Background: an optimization exercise with open tools, aiming at small area. Do not read the settings as production practice.
Only simulation tests tie the RTL to the original design; equivalence was not proved.
Power is estimated from default activity; no workload was simulated.

--- flow/config.mk ---
export PLATFORM = sky130hd
export DESIGN_NAME = fdc1772
export DESIGN_NICKNAME = fdc1772
export VERILOG_FILES = /design/flow/design.v
export SDC_FILE = /design/flow/constraint.sdc
export NUM_CORES = 4
export LEC_CHECK = 0
export CAP_MARGIN = 20
export CORE_MARGIN = 2
export CORE_UTILIZATION = 40
export PLACE_DENSITY = 0.6
export SLEW_MARGIN = 20
--- flow/constraint.sdc ---
create_clock -name core_clock -period 13.0 [get_ports {clkcpu}]
set_input_delay 2.6000 -clock core_clock [delete_from_list [all_inputs] [get_ports {clkcpu}]]
set_output_delay 2.6000 -clock core_clock [all_outputs]
set_load 0.01 [all_outputs]
--- flow/run.sh ---
#!/bin/bash
# synth_recipe.tcl (not shown) runs the flow's synth.tcl, then flattens the netlist and writes it again
# the make line also repeats each setting of config.mk as NAME=value (left out here)
make -C /OpenROAD-flow-scripts/flow DESIGN_CONFIG=/design/flow/config.mk WORK_HOME=/design/flow/orfs CLKGATE_MAP_FILE= SYNTH_SCRIPT=/design/flow/synth_recipe.tcl finish
--- flow/design.v ---
module floppy (
	input        clk,
	input        clk8m_en,
	input        reset,           
	input        select,
	input        motor_on,
	input        step_in,
	input        step_out,
	input        inserted,
	input  [1:0] sector_size_code,
	input        sector_base,     
	input  [5:0] spt,             
	input  [9:0] sector_gap_len,  
	input        hd,
	input        ed,
	input        fm,
	output 	     dclk_en,       
	output [6:0] track,         
	output [5:0] sector,        
	output       sector_hdr,    
	output       sector_data,   
	output       ready,         
	output reg   index
);
parameter CLK_EN = 8000;
assign sector_hdr = (sec_state == SECTOR_STATE_HDR);
assign sector_data = (sec_state == SECTOR_STATE_DATA);
localparam RATESD          = 125000;
localparam RATEDD          = 250000;
localparam RATEHD          = 500000;
localparam RATEED          = 1000000;
localparam RPM             = 300;
localparam STEPBUSY        = 18;     
localparam SPINUP          = 500;    
localparam SPINDOWN        = 300;    
localparam INDEX_PULSE_LEN = 5;      
localparam SECTOR_HDR_LEN  = 6;      
localparam TRACKS          = 85;     
localparam BPTSD = RATESD*60/(8*RPM);
localparam BPTDD = RATEDD*60/(8*RPM);
localparam BPTHD = RATEHD*60/(8*RPM);
localparam BPTED = RATEED*60/(8*RPM);
wire [31:0] DISK_RATE = fm ? RATESD : ed ? RATEED : hd ? RATEHD : RATEDD;
wire [31:0] DISK_BPT  = fm ? BPTSD : ed ? BPTED : hd ? BPTHD : BPTDD;
assign ready = select && (rate == DISK_RATE);
localparam INDEX_PULSE_CYCLES = INDEX_PULSE_LEN * CLK_EN;
reg [19:0] index_pulse_cnt;
always @(posedge clk) if(clk8m_en) begin
	if(index_pulse_start && (index_pulse_cnt == INDEX_PULSE_CYCLES-1)) begin
		index <= 1'b0;
		index_pulse_cnt <= 19'd0;
	end else if(index_pulse_cnt == INDEX_PULSE_CYCLES-1)
		index <= 1'b1;
	else
		index_pulse_cnt <= index_pulse_cnt + 1'd1;
	if(reset) begin
		index <= 1'b0;
		index_pulse_cnt <= 20'd0;
	end
end
localparam STEP_BUSY_CLKS = CLK_EN*STEPBUSY;   
assign track = current_track;
reg [6:0] current_track;
reg step_inD;
reg step_outD;
reg [19:0] step_busy;
always @(posedge clk) begin
	step_inD <= step_in;
	step_outD <= step_out;
	if(clk8m_en && step_busy != 0)
		step_busy <= step_busy - 18'd1;
	if(select) begin
		if(step_in && !step_inD) begin
			if(current_track != 0) current_track <= current_track - 7'd1;
				step_busy <= STEP_BUSY_CLKS[19:0];
		end
		if(step_out && !step_outD) begin
			if(current_track != TRACKS-1) current_track <= current_track + 7'd1;
				step_busy <= STEP_BUSY_CLKS[19:0];
		end
	end
	if(reset) begin
		step_inD <= 1'b0;
		step_outD <= 1'b0;
		step_busy <= 20'd0;
		current_track <= 7'd0;
	end
end
assign sector = current_sector;
localparam SECTOR_STATE_GAP  = 2'd0;
localparam SECTOR_STATE_HDR  = 2'd1;
localparam SECTOR_STATE_DATA = 2'd2;
wire [5:0] start_sector = 6'd1;
reg [1:0] sec_state;
reg [9:0] sec_byte_cnt;   
reg [5:0] current_sector;
always @(posedge clk) begin
	if (byte_clk_en) begin
		if(index_pulse_start) begin
			sec_byte_cnt <= sector_gap_len-1'd1;
			sec_state <= SECTOR_STATE_GAP;      
			current_sector <= start_sector;     
		end else begin
			if(sec_byte_cnt == 0) begin
				case(sec_state)
				SECTOR_STATE_GAP: begin
					sec_state <= SECTOR_STATE_HDR;
					sec_byte_cnt <= SECTOR_HDR_LEN[9:0]-1'd1;
				end
				SECTOR_STATE_HDR: begin
					sec_state <= SECTOR_STATE_DATA;
					sec_byte_cnt <= (10'd128 << sector_size_code) - 1'd1;
				end
				SECTOR_STATE_DATA: begin
					sec_state <= SECTOR_STATE_GAP;
					sec_byte_cnt <= sector_gap_len-1'd1;
					if(current_sector == sector_base+spt-1) 
						current_sector <= sector_base;
					else
						current_sector <= sector + 1'd1;
					end
				default:
					sec_state <= SECTOR_STATE_GAP;
				endcase
			end else
				sec_byte_cnt <= sec_byte_cnt - 10'd1;
		end
	end
	if(reset) begin
		sec_state <= SECTOR_STATE_GAP;
		sec_byte_cnt <= 10'd0;
		current_sector <= 6'd1;
	end
end
reg [14:0] byte_cnt;
reg 	   index_pulse_start;
always @(posedge clk) begin
	if (byte_clk_en) begin
		index_pulse_start <= 1'b0;
		if(byte_cnt == (DISK_BPT - 1'd1)) begin
			byte_cnt <= 0;
			index_pulse_start <= 1'b1;
		end else
			byte_cnt <= byte_cnt + 1'd1;
	end
	if(reset) begin
		byte_cnt <= 15'd0;
		index_pulse_start <= 1'b0;
	end
end
assign dclk_en = byte_clk_en;
reg byte_clk_en;
reg [2:0] clk_cnt2;
always @(posedge clk) begin
	byte_clk_en <= 0;
	if (data_clk_en) begin
		clk_cnt2 <= clk_cnt2 + 1'd1;
		if (clk_cnt2 == 3'b011) byte_clk_en <= 1;
	end
	if(reset) begin
		byte_clk_en <= 1'b0;
		clk_cnt2 <= 3'd0;
	end
end
localparam SPIN_UP_CLKS = CLK_EN*SPINUP;
localparam SPIN_DOWN_CLKS = CLK_EN*SPINDOWN;
reg [31:0] spin_up_counter;
wire motor_on_sel = motor_on && select;
reg [31:0] rate;
reg motor_onD;
always @(posedge clk) begin
	motor_onD <= motor_on_sel;
	if(motor_onD != motor_on_sel)
		spin_up_counter <= 32'd0;
	else if(clk8m_en) begin
		spin_up_counter <= spin_up_counter + DISK_RATE;
		if(motor_on_sel) begin
			if(spin_up_counter > SPIN_UP_CLKS) begin
				if(rate < DISK_RATE)
					rate <= rate + 32'd1;
				spin_up_counter <= spin_up_counter - (SPIN_UP_CLKS - DISK_RATE);
			end
		end else begin
			if(spin_up_counter > SPIN_DOWN_CLKS) begin
				if(rate > 0)
					rate <= rate - 32'd1;
				spin_up_counter <= spin_up_counter - (SPIN_DOWN_CLKS - DISK_RATE);
			end
		end  
	end  
	if(reset) begin
		motor_onD <= 1'b0;
		spin_up_counter <= 32'd0;
		rate <= 32'd0;
	end
end
reg data_clk;
reg data_clk_en;
reg [31:0] clk_cnt;
always @(posedge clk) begin
	data_clk_en <= 0;
	if(clk8m_en) begin
		if(clk_cnt + rate > CLK_EN*1000/2) begin
			clk_cnt <= clk_cnt - (CLK_EN*1000/2 - rate);
			data_clk <= !data_clk;
			if (~data_clk) data_clk_en <= 1;
		end else
			clk_cnt <= clk_cnt + rate;
	end
	if(reset) begin
		data_clk <= 1'b0;
		data_clk_en <= 1'b0;
		clk_cnt <= 32'd0;
	end
end
endmodule
module fdc1772 #(
	parameter CLK_EN           = 16'd2000,  
	parameter FD_NUM           = 2,     
	parameter MODEL            = 2,     
	parameter EXT_MOTOR        = 1'b0,  
	parameter INVERT_HEAD_RA   = 1'b0   
) (
	input            clkcpu,  
	input            clk8m_en,
	input      [FD_NUM-1:0] floppy_drive,
	input            floppy_side, 
	input            floppy_reset,
	output           floppy_step,
	input            floppy_motor,
	output           floppy_ready,
	output reg       irq,
	output reg       drq,  
	input      [1:0] cpu_addr,
	input            cpu_sel,
	input            cpu_rw,
	input      [7:0] cpu_din,
	output reg [7:0] cpu_dout,
	input      [2:0] img_type,
	input      [FD_NUM-1:0] img_mounted,  
	input      [FD_NUM-1:0] img_wp,       
	input            img_ds,       
	input     [31:0] img_size,     
	output reg[31:0] sd_lba,
	output reg [FD_NUM-1:0] sd_rd,
	output reg [FD_NUM-1:0] sd_wr,
	input            sd_ack,
	input      [8:0] sd_buff_addr,
	input      [7:0] sd_dout,
	output     [7:0] sd_din,
	input            sd_dout_strobe,
	output     [9:0] fifo_a_addr,   
	output           fifo_a_we,
	input      [7:0] fifo_a_q,
	output     [9:0] fifo_b_addr,   
	output     [7:0] fifo_b_data,
	output           fifo_b_we,
	input      [7:0] fifo_b_q
);
localparam IMG_ARCHIE      = 0;
localparam IMG_ST          = 1;
localparam IMG_BBC         = 2;  
localparam IMG_TI99        = 3;  
localparam IMG_BETA        = 4;  
localparam IMG_PLUSD_IMG   = 5;  
localparam IMG_COCO        = 6;  
localparam W    = FD_NUM - 1;
localparam WIDX = $clog2(FD_NUM);
reg   [5:0] fdn_spt[FD_NUM];      
reg   [9:0] fdn_gap_len[FD_NUM];  
reg         fdn_doubleside[FD_NUM];
reg         fdn_hd[FD_NUM];
reg         fdn_ed[FD_NUM];
reg         fdn_fm[FD_NUM];
reg         fdn_present[FD_NUM];
reg   [1:0] fdn_sector_size_code[FD_NUM];  
reg         fdn_sector_base[FD_NUM];
reg   [2:0] fdn_type[FD_NUM];
reg  [12:0] image_sectors;
reg  [12:0] image_sps;  
reg   [5:0] image_spt;  
reg   [9:0] image_gap_len;
reg         image_doubleside;
wire        image_hd = img_size[20];  
wire        image_ed = img_size[21];  
reg         image_fm;
reg   [1:0] image_sector_size_code;  
reg         image_sector_base;  
always @(*) begin
	image_sps = 0;
	case (img_type)
	IMG_ARCHIE: begin
		image_sector_size_code = 2'd3;
		image_sector_base = 0;
		image_fm = 0;
		image_sectors = img_size[22:10];
		image_doubleside = 1'b1;
		image_spt = image_hd ? 6'd10 : 6'd5;
		image_gap_len = 10'd220;
	end
	IMG_ST, IMG_PLUSD_IMG: begin
		image_sector_size_code = 2'd2;
		image_sector_base = 1;
		image_fm = 0;
		image_sectors = img_size[21:9];
		image_doubleside = 1'b0;
		image_sps = image_sectors;
		if (image_sectors > (85*12)) begin
			image_doubleside = 1'b1;
			image_sps = image_sectors >> 1'b1;
		end
		if (image_ed) image_sps = image_sps >> 2'd2; else
		if (image_hd) image_sps = image_sps >> 1'd1;
		case (image_sps)
			711,720,729,738,747,756,765   : image_spt = 6'd9;
			790,800,810,820,830,840,850   : image_spt = 6'd10;
			948,960,972,984,996,1008,1020 : image_spt = 6'd12;
			default : image_spt = 6'd11;
		endcase;
		if (image_ed) image_spt = image_spt << 2'd2; else
		if (image_hd) image_spt = image_spt << 2'd1;
		case (image_spt)
			6'd9, 6'd18, 6'd36: image_gap_len = 10'd176;
			6'd10,6'd20, 6'd40: image_gap_len = 10'd107;
			6'd11,6'd22, 6'd44: image_gap_len = 10'd50;
			default : image_gap_len = 10'd2;
		endcase;
	end
	IMG_BBC, IMG_TI99, IMG_BETA, IMG_COCO: begin
		image_sector_size_code = 2'd1;
		image_sector_base = 0;
		image_fm = 1;
		if (img_type == IMG_COCO) begin
			image_spt = 18;
			image_sector_base = 1;
			image_fm = 0;
		end else if (img_type == IMG_BBC) begin
			image_spt = 10;
		end else if (img_type == IMG_TI99) begin
			image_spt = 9;
		end else begin
			image_sector_base = 1;
			image_spt = 16;
			image_fm = 0;
		end
		image_sectors = img_size[19:8];
		image_doubleside = img_ds;
		image_gap_len = 10'd50;
	end
	default: begin
		image_sector_size_code = 2'd0;
		image_sector_base = 0;
		image_fm = 0;
		image_sectors = 0;
		image_doubleside = 0;
		image_spt = 0;
		image_gap_len = 0;
	end
	endcase
end
always @(*) begin
	case (fd_type)
	IMG_ARCHIE:    sd_lba = {(16'd0 + (fd_spt*track[6:0]) << fd_doubleside) + (floppy_side ? 5'd0 : fd_spt) + sector[5:0], s_odd };
	IMG_ST:        sd_lba = ((fd_spt*track[6:0]) << fd_doubleside) + (floppy_side ? 6'd0 : fd_spt) + sector[5:0] - 1'd1;
	IMG_PLUSD_IMG: sd_lba = (floppy_side ? 16'd0 : 16'd800) + fd_spt*track[6:0] + sector[5:0] - 1'd1;
	IMG_BBC:       sd_lba = (((fd_spt*track[6:0]) << fd_doubleside) + (floppy_side ? 5'd0 : fd_spt) + sector[5:0]) >> 1;
	IMG_TI99:      sd_lba = (fd_spt*(floppy_side ? track[5:0] : 79-track[5:0]) + sector[5:0]) >> 1;
	IMG_BETA,
	IMG_COCO:      sd_lba = (((fd_spt*track[6:0]) << fd_doubleside) + (floppy_side ? 5'd0 : fd_spt) + sector[5:0] - 1'd1) >> 1;
	default:       sd_lba = 0;
	endcase
end
always @(posedge clkcpu) begin
	reg [W:0] img_mountedD;
	integer i;
	img_mountedD <= img_mounted;
	for(i = 0; i < FD_NUM; i = i+1'd1) begin
		if (~img_mountedD[i] && img_mounted[i]) begin
			fdn_present[i] <= |img_size;
			fdn_sector_size_code[i] <= image_sector_size_code;
			fdn_spt[i] <= image_spt;
			fdn_gap_len[i] <= image_gap_len;
			fdn_doubleside[i] <= image_doubleside;
			fdn_hd[i] <= image_hd;
			fdn_ed[i] <= image_ed;
			fdn_fm[i] <= image_fm;
			fdn_sector_base[i] <= image_sector_base;
			fdn_type[i] <= img_type;
		end
	end
end
reg cpu_selD;
reg cpu_rwD;
always @(posedge clkcpu) begin
	cpu_rwD <= cpu_sel & ~cpu_rw;
	cpu_selD <= cpu_sel;
	if(!floppy_reset) begin
		cpu_rwD <= 1'b0;
		cpu_selD <= 1'b0;
	end
end
wire cpu_we = cpu_sel & ~cpu_rw & ~cpu_rwD;
reg irq_set;
reg cpu_rw_cmdstatus;
always @(posedge clkcpu)
  cpu_rw_cmdstatus <= floppy_reset && ~cpu_selD && cpu_sel && cpu_addr == FDC_REG_CMDSTATUS;
wire irq_clr = !floppy_reset || cpu_rw_cmdstatus;
always @(posedge clkcpu) begin
	if(irq_clr) irq <= 1'b0;
	else if(irq_set) irq <= 1'b1;
end
reg drq_set;
reg cpu_rw_data;
always @(posedge clkcpu)
	cpu_rw_data <= floppy_reset && ~cpu_selD && cpu_sel && cpu_addr == FDC_REG_DATA;
wire drq_clr = !floppy_reset || cpu_rw_data;
always @(posedge clkcpu) begin
	if(drq_clr) drq <= 1'b0;
	else if(drq_set) drq <= 1'b1;
end
wire       fdn_index[FD_NUM];
wire       fdn_ready[FD_NUM];
wire [6:0] fdn_track[FD_NUM];
wire [5:0] fdn_sector[FD_NUM];
wire       fdn_sector_hdr[FD_NUM];
wire       fdn_sector_data[FD_NUM];
wire       fdn_dclk[FD_NUM];
generate
	genvar i;
	for(i=0; i < FD_NUM; i = i+1) begin :fdd
		floppy #(.CLK_EN(CLK_EN)) floppy
		(
			.clk         ( clkcpu             ),
			.clk8m_en    ( clk8m_en           ),
			.reset       ( !floppy_reset      ),
			.select      ( fd_any && fdn == i ),
			.motor_on    ( fd_motor           ),
			.step_in     ( step_in            ),
			.step_out    ( step_out           ),
			.inserted    ( fdn_present[i]     ),
			.sector_size_code ( fdn_sector_size_code[i]  ),
			.spt         ( fdn_spt[i]         ),
			.sector_gap_len ( fdn_gap_len[i]  ),
			.sector_base ( fdn_sector_base[i] ),
			.hd          ( fdn_hd[i]          ),
			.ed          ( fdn_ed[i]          ),
			.fm          ( fdn_fm[i]          ),
			.dclk_en     ( fdn_dclk[i]        ),
			.track       ( fdn_track[i]       ),
			.sector      ( fdn_sector[i]      ),
			.sector_hdr  ( fdn_sector_hdr[i]  ),
			.sector_data ( fdn_sector_data[i] ),
			.ready       ( fdn_ready[i]       ),
			.index       ( fdn_index[i]       )
		);
	end
endgenerate
reg [WIDX:0] fdn;
always @(*) begin
	integer i;
	fdn = 0;
	for(i = FD_NUM-1; i >= 0; i = i - 1) if(!floppy_drive[i]) fdn = i[WIDX:0];
end
wire        fd_any         = ~&floppy_drive;
wire        fd_index       = fd_any ? fdn_index[fdn]       : 1'b0;
wire        fd_ready       = fd_any ? fdn_ready[fdn]       : 1'b0;
wire  [6:0] fd_track       = fd_any ? fdn_track[fdn]       : 7'd0;
wire  [5:0] fd_sector      = fd_any ? fdn_sector[fdn]      : 5'd0;
wire        fd_sector_hdr  = fd_any ? fdn_sector_hdr[fdn]  : 1'b0;
wire        fd_dclk_en     = fd_any ? fdn_dclk[fdn]        : 1'b0;
wire        fd_present     = fd_any ? fdn_present[fdn]     : 1'b0;
wire        fd_writeprot   = fd_any ? img_wp[fdn]          : 1'b1;
wire        fd_doubleside  = fdn_doubleside[fdn];
wire  [5:0] fd_spt         = fdn_spt[fdn];
wire  [1:0] fd_sector_size_code = fdn_sector_size_code[fdn];
wire [10:0] fd_sector_size = 11'd128 << fdn_sector_size_code[fdn];
wire        fd_sector_base = fdn_sector_base[fdn];
wire  [2:0] fd_type        = fdn_type[fdn];
assign floppy_ready = fd_ready && fd_present;
localparam MOTOR_IDLE_COUNTER = 4'd10;
reg [3:0] motor_timeout_index;
reg indexD;
reg busy;
reg step_in, step_out;
reg [3:0] motor_spin_up_sequence;
wire fd_motor = EXT_MOTOR ? floppy_motor : motor_on;
wire motor_spin_up_done = (!motor_on) || (motor_on && (motor_spin_up_sequence == 0));
localparam STEP_PULSE_LEN = 16'd1;
localparam STEP_PULSE_CLKS = STEP_PULSE_LEN * CLK_EN;
reg [15:0] step_pulse_cnt;
wire [19:0] step_rate_clk = 
           (cmd[1:0]==2'b00)               ? (16'd6 *CLK_EN-1'd1):    
           (cmd[1:0]==2'b01)               ? (16'd12*CLK_EN-1'd1):    
           (MODEL == 2 && cmd[1:0]==2'b10) ? (16'd2 *CLK_EN-1'd1):    
           (cmd[1:0]==2'b10)               ? (16'd20*CLK_EN-1'd1):    
           (MODEL == 2)                    ? (16'd3 *CLK_EN-1'd1):    
                                             (16'd30*CLK_EN-1'd1);    
reg [19:0] step_rate_cnt;
reg [23:0] delay_cnt;
assign floppy_step = step_in | step_out;
wire step_busy = (step_rate_cnt != 0);
wire delaying = (delay_cnt != 0);
wire fd_track0 = (fd_track == 0);
reg [7:0] step_to;
reg RNF;
reg sector_inc_strobe;
reg track_inc_strobe;
reg track_dec_strobe;
reg track_clear_strobe;
always @(posedge clkcpu) begin
	reg [1:0] seek_state;
	reg notready_wait;
	reg sector_not_found;
	reg irq_at_index;
	reg [1:0] data_transfer_state;
	sector_inc_strobe <= 1'b0;
	track_inc_strobe <= 1'b0;
	track_dec_strobe <= 1'b0;
	track_clear_strobe <= 1'b0;
	irq_set <= 1'b0;
	if(!floppy_reset) begin
		motor_on <= 1'b0;
		busy <= 1'b0;
		step_in <= 1'b0;
		step_out <= 1'b0;
		sd_card_read <= 0;
		sd_card_write <= 0;
		data_transfer_start <= 1'b0;
		seek_state <= 0;
		notready_wait <= 1'b0;
		sector_not_found <= 1'b0;
		irq_at_index <= 1'b0;
		data_transfer_state <= 2'b00;
		RNF <= 1'b0;
		motor_spin_up_sequence <= 4'd0;
		motor_timeout_index <= 4'd0;
		step_pulse_cnt <= 16'd0;
		step_rate_cnt <= 20'd0;
		delay_cnt <= 24'd0;
		step_dir <= 1'b0;
		indexD <= 1'b0;
	end else if (clk8m_en) begin
		sd_card_read <= 0;
		sd_card_write <= 0;
		data_transfer_start <= 1'b0;
		if(step_pulse_cnt != 0) 
			step_pulse_cnt <= step_pulse_cnt - 16'd1;
		else begin
			step_in <= 1'b0;
			step_out <= 1'b0;
		end
		if(step_rate_cnt != 0) 
			step_rate_cnt <= step_rate_cnt - 16'd1;
		if(delay_cnt != 0) 
			delay_cnt <= delay_cnt - 1'd1;
		if(cmd_rx) begin
			busy <= 1'b1;
			notready_wait <= 1'b0;
			sector_not_found <= 1'b0;
			data_transfer_state <= 2'b00;
			if(cmd_type_1 || cmd_type_2 || cmd_type_3) begin
				RNF <= 1'b0;
				motor_on <= 1'b1;
				if (!motor_on && !cmd[3]) motor_spin_up_sequence <= 6;    
			end
			if(cmd_type_4) begin
				busy <= 1'b0;
				if(cmd[3]) irq_set <= 1'b1;
				if(cmd[3:2] == 2'b01) irq_at_index <= 1'b1;
				if (!busy) motor_on <= 1'b1;
			end
		end
		if(busy && motor_spin_up_done && !step_busy && !delaying) begin
			if(cmd_type_1) begin
				if(!fd_present) begin
					if (!notready_wait) begin
						delay_cnt <= 16'd6*CLK_EN;
						notready_wait <= 1'b1;
					end else begin
						RNF <= 1'b1;
						busy <= 1'b0;
						irq_set <= 1'b1;  
					end
				end else
				case (seek_state)
				0: begin
					if(cmd[7:4] == 4'b0000) begin
						if (fd_track0) begin
							track_clear_strobe <= 1'b1;
							seek_state <= 2;
						end else begin
							step_dir <= 1'b1;
							seek_state <= 1;
						end
					end
					if(cmd[7:4] == 4'b0001) begin
						if (track == step_to) seek_state <= 2;
						else begin
							step_dir <= (step_to < track);
							seek_state <= 1;
						end
					end
					if(cmd[7:5] == 3'b001) seek_state <= 1;
					if(cmd[7:5] == 3'b010) begin
						step_dir <= 1'b0;
						seek_state <= 1;
					end
					if(cmd[7:5] == 3'b011) begin
						step_dir <= 1'b1;
						seek_state <= 1;
					end
				   end
				1: begin
					if (step_dir)
						step_in <= 1'b1;
					else
						step_out <= 1'b1;
					if( (!cmd[6] && !cmd[5]) || ((cmd[6] || cmd[5]) && cmd[4]))
						if (step_dir)
							track_dec_strobe <= 1'b1;
						else
							track_inc_strobe <= 1'b1;
					step_pulse_cnt <= STEP_PULSE_CLKS - 1'd1;
					step_rate_cnt <= step_rate_clk;
					seek_state <= (!cmd[6] && !cmd[5]) ? 0 : 2;  
				   end
				2: begin
					if (cmd[2]) begin
						delay_cnt <= 16'd3*CLK_EN;  
					end
					seek_state <= 3;
				   end
				3: begin
					busy <= 1'b0;
					irq_set <= 1'b1;  
					seek_state <= 0;
				   end
				endcase
			end  
			if(cmd_type_2) begin
				if(!fd_present) begin
					if (!notready_wait) begin
						delay_cnt <= 16'd6*CLK_EN;
						notready_wait <= 1'b1;
					end else begin
						RNF <= 1'b1;
						busy <= 1'b0;
						irq_set <= 1'b1;  
					end
				end else if (sector_not_found) begin
					busy <= 1'b0;
					irq_set <= 1'b1;  
					RNF <= 1'b1;
				end else if (cmd[2] && !notready_wait) begin
					delay_cnt <= 16'd15*CLK_EN;
					notready_wait <= 1'b1;
				end else begin
					if(cmd[7:5] == 3'b100) begin
						if ((sector - fd_sector_base) >= fd_spt) begin
							sector_not_found <= 1'b1;
							delay_cnt <= 24'd1000 * CLK_EN;
						end else if (sd_state == SD_IDLE) begin
							case (data_transfer_state)
							2'b00: if (fifo_cpuptr == 0) begin
								sd_card_read <= 1;
								data_transfer_state <= 2'b01;
							end
							2'b01: begin
								if(fd_ready && fd_sector_hdr && (fd_sector == sector)) data_transfer_start <= 1'b1;
								if(data_transfer_done) begin
									data_transfer_state <= 2'b00;
									if (cmd[4]) sector_inc_strobe <= 1'b1;  
									else begin
										busy <= 1'b0;
										irq_set <= 1'b1;  
									end
								end
							end
							default :;
							endcase
						end
					end
					if(cmd[7:5] == 3'b101) begin
						if ((sector - fd_sector_base) >= fd_spt) begin
							sector_not_found <= 1'b1;
							delay_cnt <= 24'd1000 * CLK_EN;
						end else if (sd_state == SD_IDLE) begin
							case (data_transfer_state)
							2'b00: begin
									if (fd_sector_size_code < 2) sd_card_read <= 1;
									data_transfer_state <= 2'b10;
								end
							2'b10: begin
								if (fifo_cpuptr == 0 && fd_ready && fd_sector_hdr && (fd_sector == sector)) data_transfer_start <= 1'b1;
								if (data_transfer_done) begin
									sd_card_write <= 1;
									data_transfer_state <= 2'b11;
								end
							end
							2'b11: begin
								data_transfer_state <= 2'b00;
								if (cmd[4]) sector_inc_strobe <= 1'b1;  
								else begin
									busy <= 1'b0;
									irq_set <= 1'b1;  
								end
							end
							default: ;
							endcase
						end
					end
				end
			end
			if(cmd_type_3) begin
				if(!fd_present) begin
					RNF <= 1'b1;
					busy <= 1'b0; 
					irq_set <= 1'b1;  
				end else begin
					if(cmd[7:4] == 4'b1110) begin
						busy <= 1'b0;
						irq_set <= 1'b1;  
					end
					if(cmd[7:4] == 4'b1111) begin
						busy <= 1'b0;
						irq_set <= 1'b1;  
					end
					if(cmd[7:4] == 4'b1100) begin
						if(fd_ready && fd_sector_hdr)
							data_transfer_start <= 1'b1;
						if(data_transfer_done) begin
							busy <= 1'b0;
							irq_set <= 1'b1;  
						end
					end
				end
			end
		end
		indexD <= fd_index;
		if(indexD && !fd_index) begin
			irq_at_index <= 1'b0;
			if (irq_at_index) irq_set <= 1'b1;
			if(!busy && motor_spin_up_done) begin
				if(motor_timeout_index != 0)
					motor_timeout_index <= motor_timeout_index - 4'd1;
				else if(motor_on)
					motor_timeout_index <= MOTOR_IDLE_COUNTER;
				if(motor_timeout_index == 1)
					motor_on <= 1'b0;
			end
			if(motor_spin_up_sequence != 0)
				motor_spin_up_sequence <= motor_spin_up_sequence - 4'd1;
		end
		if(busy) motor_timeout_index <= 0;
	end
end
reg data_transfer_start;
reg data_transfer_done;
reg  [10:0] fifo_cpuptr;
reg  [9:0] fifo_cpuptr_adj;
wire [7:0] fifo_q;
reg        s_odd;  
reg  [9:0] fifo_sdptr;
always @(*) begin
	if (fd_sector_size_code == 3)
		fifo_sdptr = { s_odd, sd_buff_addr };
	else
		fifo_sdptr = { 1'b0, sd_buff_addr };
	if (fd_sector_size_code == 1)
		fifo_cpuptr_adj = { 1'b0, (fd_spt[0] & (track[0] ^ !floppy_side)) ^ sector[0] ^ fd_sector_base, fifo_cpuptr[7:0] };
	else
		fifo_cpuptr_adj = fifo_cpuptr[9:0];
end
assign fifo_a_addr = fifo_sdptr;
assign fifo_a_we   = sd_dout_strobe & sd_ack;
assign sd_din      = fifo_a_q;
assign fifo_b_addr = fifo_cpuptr_adj;
assign fifo_b_data = data_in;
assign fifo_b_we   = data_in_strobe;
assign fifo_q      = fifo_b_q;
localparam SD_IDLE = 0;
localparam SD_READ = 1;
localparam SD_WRITE = 2;
reg [1:0] sd_state;
reg       sd_card_write;
reg       sd_card_read;
always @(posedge clkcpu) begin
	reg sd_ackD;
	reg sd_card_readD;
	reg sd_card_writeD;
	sd_card_readD <= sd_card_read;
	sd_card_writeD <= sd_card_write;
	sd_ackD <= sd_ack;
	if (sd_ack) {sd_rd, sd_wr} <= 0;
	case (sd_state)
	SD_IDLE:
	begin
		s_odd <= 1'b0;
		if (~sd_card_readD & sd_card_read) begin
			sd_rd[fdn] <= 1;
			sd_state <= SD_READ;
		end
		else if (~sd_card_writeD & sd_card_write) begin
			sd_wr[fdn] <= 1;
			sd_state <= SD_WRITE;
		end
	end
	SD_READ:
	if (sd_ackD & ~sd_ack) begin
		if (s_odd || fd_sector_size_code != 3) begin
			sd_state <= SD_IDLE;
		end else begin
			s_odd <= 1;
			sd_rd[fdn] <= 1;
		end
	end
	SD_WRITE:
	if (sd_ackD & ~sd_ack) begin
		if (s_odd || fd_sector_size_code != 3) begin
			sd_state <= SD_IDLE;
		end else begin
			s_odd <= 1;
			sd_wr[fdn] <= 1;
		end
	end
	default: ;
	endcase
	if(!floppy_reset) begin
		sd_ackD <= 1'b0;
		sd_card_readD <= 1'b0;
		sd_card_writeD <= 1'b0;
		sd_rd <= 0;
		sd_wr <= 0;
		sd_state <= SD_IDLE;
		s_odd <= 1'b0;
	end
end
reg data_in_strobe;
reg data_in_valid;
function [15:0] crc;
	input [15:0] curcrc;
	input  [7:0] val;
	reg    [3:0] i;
	begin
		crc = {curcrc[15:8] ^ val, 8'h00};
		for (i = 0; i < 8; i=i+1'd1) begin
			if(crc[15]) begin
				crc = crc << 1;
				crc = crc ^ 16'h1021;
			end
			else crc = crc << 1;
		end
		crc = {curcrc[7:0] ^ crc[15:8], crc[7:0]};
	end
endfunction
always @(posedge clkcpu) begin
	reg        data_transfer_startD;
	reg [10:0] data_transfer_cnt;
	reg [15:0] crcval;
	reg        crc_en;
	crc_en <= 0;
	if(crc_en) crcval <= crc(crcval, data_out);
	if (cpu_we && cpu_addr == FDC_REG_DATA) begin
		data_out <= data_in;
		data_in_valid <= 1;
	end
	if(cmd_rx || sector_inc_strobe) begin
		data_in_valid <= 0;
		data_transfer_cnt <= 0;
		fifo_cpuptr <= 0;
	end
	drq_set <= 1'b0;
	if (clk8m_en) data_transfer_done <= 0;
	data_transfer_startD <= data_transfer_start;
	if(~data_transfer_startD & data_transfer_start) begin
		if(cmd[7:4] == 4'b1100) begin
			crcval <= 16'hB230;
			data_transfer_cnt <= 11'd6+11'd1;
		end
		if(cmd[7:6] == 2'b10)
			data_transfer_cnt <= fd_sector_size + 1'd1;
		if(cmd[7:5] == 3'b101) drq_set <= !data_in_valid;
	end
	data_in_strobe <= 1'b0;
	if(cmd[7:5] == 3'b101 && data_in_strobe) fifo_cpuptr <= fifo_cpuptr + 1'd1;
	if(fd_dclk_en) begin
		if(data_transfer_cnt != 0) begin
			if(data_transfer_cnt != 1) begin
				data_lost <= 1'b0;
				if (drq) data_lost <= 1'b1;
				if (cmd[7:5] != 3'b101 || data_transfer_cnt != 2) drq_set <= 1'b1;
				if(cmd[7:4] == 4'b1100) begin
					case(data_transfer_cnt)
						7: begin data_out <= fd_track; crc_en <= 1; end
						6: begin data_out <= { 7'b0000000, (INVERT_HEAD_RA != 0) ^ floppy_side }; crc_en <= 1; end
						5: begin data_out <= fd_sector; crc_en <= 1; end
						4: begin data_out <= fd_sector_size_code[1:0]; crc_en <= 1; end  
						3: data_out <= crcval[15:8];
						2: data_out <= crcval[7:0];
					endcase  
				end
				if(cmd[7:5] == 3'b100 && fifo_cpuptr != fd_sector_size) begin
					data_out <= fifo_q;
					fifo_cpuptr <= fifo_cpuptr + 1'd1;
				end
				if(cmd[7:5] == 3'b101 && fifo_cpuptr != fd_sector_size) begin
					data_in_strobe <= 1;
					data_in_valid <= 0;
				end
			end
			data_transfer_cnt <= data_transfer_cnt - 11'd1;
			if(data_transfer_cnt == 1)
				data_transfer_done <= 1'b1;
		end
	end
	if(!floppy_reset) begin
		crc_en <= 1'b0;
		crcval <= 16'd0;
		data_out <= 8'd0;
		data_in_valid <= 1'b0;
		data_transfer_cnt <= 11'd0;
		fifo_cpuptr <= 11'd0;
		drq_set <= 1'b0;
		data_transfer_done <= 1'b0;
		data_transfer_startD <= 1'b0;
		data_in_strobe <= 1'b0;
		data_lost <= 1'b0;
	end
end
wire [7:0] status = { (MODEL == 1 || MODEL == 3) ? !floppy_ready : motor_on,
		      (cmd[7:5] == 3'b101 || cmd[7:4] == 4'b1111 || cmd_type_1) && fd_writeprot,  
		      cmd_type_1?motor_spin_up_done:1'b0,   
		      RNF,                                  
		      1'b0,                                 
		      (cmd_type_1 | cmd_type_4)?fd_track0:data_lost,  
		      (cmd_type_1 | cmd_type_4)?~fd_index:drq,        
		      busy }  ;
reg [7:0] track;
reg [7:0] sector;
reg [7:0] data_in;
reg [7:0] data_out;
reg step_dir;
reg motor_on;
reg data_lost;
reg [7:0] cmd;
wire cmd_type_1 = (cmd[7] == 1'b0);
wire cmd_type_2 = (cmd[7:6] == 2'b10);
wire cmd_type_3 = (cmd[7:5] == 3'b111) || (cmd[7:4] == 4'b1100);
wire cmd_type_4 = (cmd[7:4] == 4'b1101);
localparam FDC_REG_CMDSTATUS    = 0;
localparam FDC_REG_TRACK        = 1;
localparam FDC_REG_SECTOR       = 2;
localparam FDC_REG_DATA         = 3;
always @(*) begin
	cpu_dout = 8'h00;
	if(cpu_sel && cpu_rw) begin
		case(cpu_addr)
			FDC_REG_CMDSTATUS: cpu_dout = status;
			FDC_REG_TRACK:     cpu_dout = track;
			FDC_REG_SECTOR:    cpu_dout = sector;
			FDC_REG_DATA:      cpu_dout = data_out;
		endcase
	end
end
reg cmd_rx;
reg cmd_rx_i;
always @(posedge clkcpu) begin
	if(!floppy_reset) begin
		cmd <= 8'h00;
		track <= 8'h00;
		sector <= 8'h00;
		step_to <= 8'h00;
		data_in <= 8'h00;
		cmd_rx_i <= 1'b0;
		cmd_rx <= 1'b0;
	end else begin
		cmd_rx <= cmd_rx_i;
		if((!cmd_type_4 && busy) || (clk8m_en && cmd_type_4 && !busy)) cmd_rx_i <= 1'b0;
		if(cpu_we) begin
			if(cpu_addr == FDC_REG_CMDSTATUS) begin        
				cmd <= cpu_din;
				cmd_rx_i <= 1'b1;
				if(cpu_din[7:4] == 4'b0000) begin                
					step_to <= 8'd0;
					track <= 8'hff;
				end
				if(cpu_din[7:4] == 4'b0001) begin                
					step_to <= data_in;
				end
				if(cpu_din[7:5] == 3'b001) begin                 
				end
				if(cpu_din[7:5] == 3'b010) begin                 
				end
				if(cpu_din[7:5] == 3'b011) begin                 
				end
				if(cpu_din[7:5] == 3'b100) begin                 
				end
				if(cpu_din[7:5] == 3'b101) begin                 
				end
				if(cpu_din[7:4] == 4'b1100) begin                
				end
				if(cpu_din[7:4] == 4'b1110) begin                
				end
				if(cpu_din[7:4] == 4'b1111) begin                
				end
				if(cpu_din[7:4] == 4'b1101) begin                
				end
			end
			if(cpu_addr == FDC_REG_TRACK)                     
				track <= cpu_din;
			if(cpu_addr == FDC_REG_SECTOR)                    
				sector <= cpu_din;
			if(cpu_addr == FDC_REG_DATA) begin                
				data_in <= cpu_din;
			end
		end
		if (sector_inc_strobe) sector <= sector + 1'd1;
		if (track_inc_strobe) track <= track + 1'd1;
		if (track_dec_strobe) track <= track - 1'd1;
		if (track_clear_strobe) track <= 8'd0;
	end
end
endmodule
==> run_results.csv, run 1 <==
group,metric,value,unit
clock_network,cts_sinks,577,
timing,setup_ws,0.360,ns
setup_path,critPathLaunchType,"input port",
setup_path,critPathMaxFanout,7,
setup_path,cp_slowest_stage_delay,0.58,ns
setup_path,reg2reg_from,"fdn_fm[0]$_DFFE_PP_",
die,core,136000,µm²
place,gp_congestion,0.924,
timing,timing.slew.headroom,26.0,%
timing,setup_viol_count_final,0,
drt,ant_nets,0,
die,io-pin-count,180,
global_routing,grt_pass1_vias,48501,
power_and_ir_drop,power_leakage,25.6,nW
setup_path,worstSetupPathType,"in2out",
logic_synthesis,netlist_area,54900,µm²
place,post-dp-hpwl,128000,µm
setup_path,crit_buf_inv,8,
timing,fin_skew,0.0403,ns
global_routing,grt_pass1_wl,269000,µm
place,portBuffers,136,
timing,fmax,0.0791,GHz
finish,nFillCells,13588,
timing,min_period,12.64,ns
clock_network,cts_tree,"yes",
power_and_ir_drop,powerDensity,206,nW/µm²
clock_network,cts_made_buffers,76,
timing,tns,0,ns
power_and_ir_drop,finalPower,12.5,mW
global_routing,antenna_found_initial,3,
finish,stdcell_area,60900,µm²
clock_network,cts_hold_buffers,0,
logic_synthesis,synth_edf_count,90,
min_path,min_path_type,"reg2reg",
finish,final_layout_size_suffix_gt1_share,4.53,%
drt,detail_route.first_pass.iterations,8,
job,maxCapViolations,0,
drt,via_count,51856,
place,place_area,58200,µm²
timing,max_slew.worst_pin.slew,1.11,ns
logic_synthesis,ys_seq_area_share,22.7,%
die,dieArea,140000,µm²
min_path,hold_depth,1,
global_routing,globalRouteTotalUtil,23.4,%
drt,drc_errors,0,
power_and_ir_drop,peakVddDrop,0.000105,V
timing,hold_viol,0,
clock_network,clk_latency,0.70,ns
setup_path,endpoint_kind,"output pin",
setup_path,crit_slowest_cell,"clkdlybuf4s50_1",
logic_synthesis,yosys_warnings,22,
finish,area_delta_synth_final,10.9,%
drt,post_drt_wl_per_cell,19.0,µm
logic_synthesis,synthCells,7101,
setup_path,path_delay_family,"adder cells",
place,dp_slack,0.0999,ns
timing,period_share,97.2,%
logic_synthesis,ys_types,102,
finish,instances_no_fill,8984,
die,initial_core_util,40.4,%
finish,final_nets,7950,
logic_synthesis,synthFlopType,"dfxtp_1",
setup_path,cp_num_cells,31,
die,rows,135,
clock_network,cts_root_buf,"clkbuf_16",
setup_path,crit_arrival,10.04,ns
clock_network,path_clk_slew,0.06,ns
logic_synthesis,synth-seq-cells,577,
setup_path,rr_worst_depth,17,
setup_path,cp-startpoint,"floppy_drive[1]",
clock_network,cts.path.max_buffers,3,
logic_synthesis,synth_nets,7907,
global_routing,grt_max_degree,87,
drt,viasPerCell,5.77,
place,placed_cells_incl_taps,8843,
global_routing,overflow,0,
setup_path,required,10.40,ns
die,die_x,375,µm
drt,postRouteWirelength,170000,µm
logic_synthesis,synthArstFlopShare,0,%
timing,finalMaxSlewViolations,0,
logic_synthesis,synth.avg_cell_area,7.74,µm²
clock_network,htree_levels,3,
setup_path,crit_top_cell,"fa_1",
run_status,outcome,"no timing/DRC/antenna violations",
drt,drt-initial-drc-count,4731,
min_path,hold_start,"cpu_rw_data$_DFF_P_",
die,die_height,375,µm
[placed cells by master (no fill, tap or decap), types with 22 or more instances in the layout]
master and n:
nor2_1 787, nand2_1 614, ha_1 607, inv_1 562, a21oi_1 537, dfxtp_1 487, o21ai_0 421, xnor2_1 304
nand3_1 192, xor2_1 189, nor3_1 162, clkdlybuf4s50_1 132, a21o_1 119, mux2i_1 111, fa_1 105, a211oi_1 99
buf_4 96, edfxtp_1 90, nand4_1 84, and3_1 83, nand2b_1 82, a31oi_1 81, clkbuf_16 78, nor2b_1 74
nor4_1 73, o21a_1 71, or3_1 61, o211ai_1 57, o22ai_1 56, o21bai_1 50, and2_1 48, a221oi_1 42
a22oi_1 42, nand3b_1 39, o31ai_1 35, a311oi_1 31, o221ai_1 23, or2_2 22
[area by class of cell]
type,count,area [µm²],share of cell area [%]
multi-input cells,5682,39300,64.5
clock buffers,93,2080,3.41
well taps,1781,2230,3.66
diodes,2,5.00,0.00821
clock inverters,42,588,0.965
repair buffers,232,2090,3.43
inverters,575,2170,3.56
flip-flops and latches,577,12500,20.4
[metal layers]
metal / vias to the layer above / track usage, % / routed length [µm]
met2: 1571 / 36.3 / 73500
met5: - / 0 / 8
met1: 24617 / 33.6 / 81400
met3: 255 / 3.27 / 11200
li1: 25411 / - / -
met4: 2 / 6.75 / 4220
[synth_stat cells, types with 31 or more instances]
master    count  area [µm²]
a211oi_1    100         751
dfxtp_1     487        9750
o21a_1       71         533
xor2_1      189        1660
nor3_1      162         811
a21oi_1     539        2700
nor2_1      790        2970
inv_1       563        2110
o21ai_0     422        2110
o31ai_1      35         263
o21bai_1     50         375
nor4_1       75         469
nand2b_1     83         519
nand2_1     615        2310
ha_1        607        7590
a311oi_1     31         272
or3_1        62         388
o22ai_1      56         350
a22oi_1      42         315
a221oi_1     43         377
fa_1        105        2100
nor2b_1      77         482
o211ai_1     57         428
xnor2_1     305        2670
and2_1       48         300
nand3b_1     39         293
nand3_1     192         961
clkbuf_1    210         788
a21o_1      120         901
nand4_1      84         526
a31oi_1      82         513
mux2i_1     113        1130
and3_1       83         519
edfxtp_1     90        2700
[logic make-up (layout without fill, tap and decap cells)]
family,count (synthesis),in the layout,synth area share (%)
flops,577,577,22.7
mux,122,122,2.31
fa+ha+maj,712,712,17.7
xor+xnor,495,495,7.91
simple gates,2443,2443,21.2
other cells,0,2,0
buf+inv,842,942,5.96
compound gates,1910,1910,22.3
[sequential cells by signal, indices dropped and copies added, names as in the netlist, 6 cells and up, named ones only]
signal	count
sector	8
fdd.floppy.index_pulse_cnt	40
fdn_type	6
fdd.floppy.clk_cnt	64
cmd	8
fdd.floppy.rate	64
data_out	8
data_in	8
step_pulse_cnt	16
delay_cnt	24
fdd.floppy.spin_up_counter	58
fifo_cpuptr	11
fdn_spt	12
fdd.floppy.sec_byte_cnt	20
fdd.floppy.byte_cnt	30
track	8
step_rate_cnt	20
fdd.floppy.current_track	14
fdd.floppy.clk_cnt2	6
step_to	8
fdd.floppy.current_sector	12
fdn_gap_len	14
[path summary, 6_finish.rpt]
| kind | to | slack (ns) |
|---|---|---|
| setup / recovery | sd_lba[15] | 0.36 |
| hold / removal | drq$_SDFFE_PP0P_ | 0.39 |
| setup reg to reg | fdd[0].floppy.spin_up_counter[24]$_SDFFE_PP0P_ | 6.80 |
| hold reg to reg | drq$_SDFFE_PP0P_ | 0.39 |
[where the power goes]
group | switching [mW] | total (mW) | leakage [nW] | internal (mW)
combinational | 4.49 | 7.72 | 19.5 | 3.23
sequential | 0.419 | 2.54 | 4.86 | 2.12
clock | 0.923 | 2.27 | 1.28 | 1.35
[timing repair]
| action | in CTS | in global routing |
|---|---|---|
| setup buffers | 0 | 4 |
| endpoints found under the setup margin | 0 | 21 |
| endpoints found under the hold margin | 0 | 0 |
| resized for setup | 0 | 17 |
[per-stage QoR]
stage          utilization, %  hold slack (ns)
3_5_place_dp             42.8            0.383
4_1_cts                  44.8            0.391
6_report                 44.9            0.388
5_1_grt                  44.9            0.404
2_1_floorplan               -            0.373
3_3_place_gp             42.8            0.379
==> run 2, diff against run 1 <==
--- a/flow/config.mk
+++ b/flow/config.mk
@@ -5,6 +5,7 @@
 export SDC_FILE = /design/flow/constraint.sdc
 export NUM_CORES = 4
 export LEC_CHECK = 0
+export ABC_AREA = 1
 export CAP_MARGIN = 20
 export CORE_MARGIN = 2
 export CORE_UTILIZATION = 40
==> run_results.csv, run 2 <==
group,metric,value,unit
logic_synthesis,synth.avg_cell_area,6.52,µm²
die,io-pin-count,180,
logic_synthesis,synth_area_leaders,"dfxtp_1, ha_1, nand2_1, inv_1, a21oi_1",
die,dieArea,151000,µm²
finish,stdcell_area,65300,µm²
timing,worst_hold_slack,0.385,ns
logic_synthesis,yosys_warnings,22,
drt,via_count,60863,
setup_path,rr_worst_depth,21,
finish,multi_input_area,40400,µm²
logic_synthesis,synthCells,9071,
finish,area_delta_synth_final,10.5,%
finish,final_core_util,44.3,%
logic_synthesis,synth_top_area_share,16.5,%
logic_synthesis,synth_top_cell_by_area,"dfxtp_1",
global_routing,grt_pass1_vias,57258,
setup_path,required,10.40,ns
logic_synthesis,synth-seq-cells,577,
logic_synthesis,ys_types,79,
finish,final_layout_size_suffix_gt1_share,3.55,%
timing,tns,0,ns
logic_synthesis,synth.most_common_cell,"nand2_1",
timing,max_slew.worst_pin.slew,1.00,ns
logic_synthesis,ys_seq_area_share,21.1,%
setup_path,crit_slowest_cell,"fa_1",
global_routing,antenna_found_initial,6,
die,core,147000,µm²
timing,setup_viol_count_final,0,
setup_path,endpoint_kind,"output pin",
timing,fin_skew,0.0468,ns
global_routing,grt_pass1_wl,318000,µm
timing,fmax,0.0801,GHz
job,maxCapViolations,0,
die,die_x,388,µm
finish,nFillCells,15485,
timing,finalMaxSlewViolations,0,
setup_path,crit_arrival,9.88,ns
timing,min_period,12.48,ns
die,die_height,388,µm
die,rows,141,
drt,detail_route.first_pass.iterations,8,
logic_synthesis,ys_top_cells_by_count,"nand2_1, inv_1, nor2_1, a21oi_1, ha_1",
drt,drc_errors,0,
run_status,outcome,"no timing/DRC/antenna violations",
logic_synthesis,synthArstFlopShare,0,%
logic_synthesis,synth_nets,9877,
setup_path,worstSetupPathType,"in2out",
finish,final_nets,9963,
min_path,min_path_type,"reg2reg",
place,gp_congestion,0.990,
place,place_area,62500,µm²
power_and_ir_drop,peakVddDrop,0.000170,V
clock_network,htree_levels,3,
clock_network,path_clk_slew,0.05,ns
drt,ant_nets,0,
min_path,hold_depth,1,
clock_network,cts.path.max_buffers,3,
timing,period_share,96.0,%
clock_network,cts_root_buf,"clkbuf_16",
drt,drt-initial-drc-count,5080,
setup_path,critPathLaunchType,"input port",
logic_synthesis,synthFlopType,"dfxtp_1",
finish,final_cell_mix,"nand2_1, inv_1, nor2_1",
clock_network,clk_latency,0.71,ns
timing,hold_viol,0,
drt,post_drt_wl_per_cell,18.2,µm
clock_network,cts_sinks,577,
finish,reg.largest.list,"fdd.floppy.clk_cnt (64), fdd.floppy.rate (64), fdd.floppy.spin_up_counter (58)",
setup_path,cp_slowest_stage_delay,0.56,ns
logic_synthesis,netlist_area,59100,µm²
setup_path,critPathMaxFanout,7,
clock_network,cts_tree,"yes",
finish,register_area,12500,µm²
timing,setup_ws,0.523,ns
power_and_ir_drop,power_leakage,30.9,nW
timing,timing.slew.headroom,32.6,%
die,initial_core_util,40.1,%
drt,viasPerCell,5.46,
global_routing,grt_max_degree,110,
drt,postRouteWirelength,203000,µm
power_and_ir_drop,powerDensity,209,nW/µm²
timing,rsz0062_at_grt,"no",
place,portBuffers,136,
global_routing,globalRouteTotalUtil,26.1,%
place,dp_slack,0.0586,ns
logic_synthesis,synth_edf_count,90,
finish,final_common_cell,"nand2_1",
setup_path,crit_top_cell,"inv_1",
place,post-dp-hpwl,159000,µm
clock_network,cts_hold_buffers,0,
global_routing,overflow,0,
clock_network,cts_made_buffers,78,
## run 2: cell types whose count changed in the layout (fill, tap and decap cells not counted), sizes merged, moves of 83 or more
cell,delta
nand2b,-83
mux2i,-112
inv,+865
xnor2,-180
xor2,+100
a21o,-96
nand2,+1233
nor2,+129
nand3,+349
o21ai,+194
a21oi,+281
## run 2: logic make-up after synthesis
family | synth area share, %
buffers and inverters | 10.7
multiplexers | 0.0169
XOR/XNOR | 6.15
flip-flops | 21.1
adder cells (fa/ha/maj) | 16.4
AO/OA/AOI/OAI | 17.8
AND/OR/NAND/NOR | 27.8
## run 2: final cells by class
cell class / count / area share (%)
antenna: 1 / 0.00383
clock buffer: 109 / 3.42
clock inverter: 34 / 0.793
inverter: 1444 / 8.31
multi-input combinational: 6851 / 61.8
sequential: 577 / 19.1
tap: 1930 / 3.70
timing repair buffer: 205 / 2.90
## run 2: report_power, final
part / switching (mW) / leakage (nW) / total, mW / internal [mW]
Sequential: 0.417 / 4.87 / 2.53 / 2.11
Clock: 0.942 / 1.33 / 2.34 / 1.40
Combinational: 5.73 / 24.7 / 8.80 / 3.08
Total: 7.08 / 30.9 / 13.7 / 6.58
## run 2: worst max-delay path, delay by kind of cell
kind | cells | cell delay (ns)
buf+inv | 11 | 1.78
simple gates | 12 | 1.46
compound gates | 6 | 0.76
fa+ha+maj | 6 | 2.79
xor+xnor | 2 | 0.46
## run 2: metal layers
metal / vias to the layer above / track usage (%) / wire (µm)
li1: 30239 / - / -
met5: - / 0 / 34
met4: 6 / 7.72 / 5700
met1: 28373 / 35.7 / 92600
met2: 1952 / 42.7 / 91000
met3: 293 / 3.16 / 13400
## run 2: timing repair
item	CTS	global route
hold endpoints to repair	0	0
resized for setup	0	8
setup buffers	0	2
endpoints found under the setup margin	0	22
## run 2: worst paths after layout
| kind | from | endpoint | slack [ns] |
|---|---|---|---|
| hold reg to reg | cpu_rw_cmdstatus$_DFF_P_ | irq$_SDFFE_PP0P_ | 0.39 |
| setup reg to reg | fdn_fm[0]$_DFFE_PP_ | fdd[0].floppy.spin_up_counter[23]$_SDFFE_PP0P_ | 6.61 |
| hold / removal | cpu_rw_cmdstatus$_DFF_P_ | irq$_SDFFE_PP0P_ | 0.39 |
| setup / recovery | floppy_drive[1] | sd_lba[19] | 0.52 |
## run 2: per-stage QoR
step           power [mW]  instances
2_1_floorplan        8.82       9071
3_3_place_gp         11.1      11004
3_5_place_dp         11.2      11005
4_1_cts              13.6      11148
5_1_grt              14.9      11150
6_report             13.7      11151

re-timing with driven ports:
The results above use ideal ports. As a check the final layouts listed here were re-extracted and re-timed, cells and wires unchanged.
Step 1, drivers: a clkbuf_16 drives clkcpu and a buf_2 each remaining input, both assumed.
Step 2 times the ports against the registers' clock, not the clock port: input delays grow and output delays shrink by t, the midpoint of the rising clock arrivals with the driver on.
a / b / c = ideal / step 1 / step 2; a / b = the first two.
run	t (ns)	slack for setup (ns)	worst register clock-pin slew, ns
run 1	0.748	0.360 / 0.328 / 0.328	0.06 / 0.06
run 2	0.764	0.523 / 0.497 / 0.497	0.08 / 0.08
After both steps every run listed still meets setup and hold. The setup slack of run 1, which loses most, moves by -0.032 ns with the drivers and by -0.032 ns with both steps.
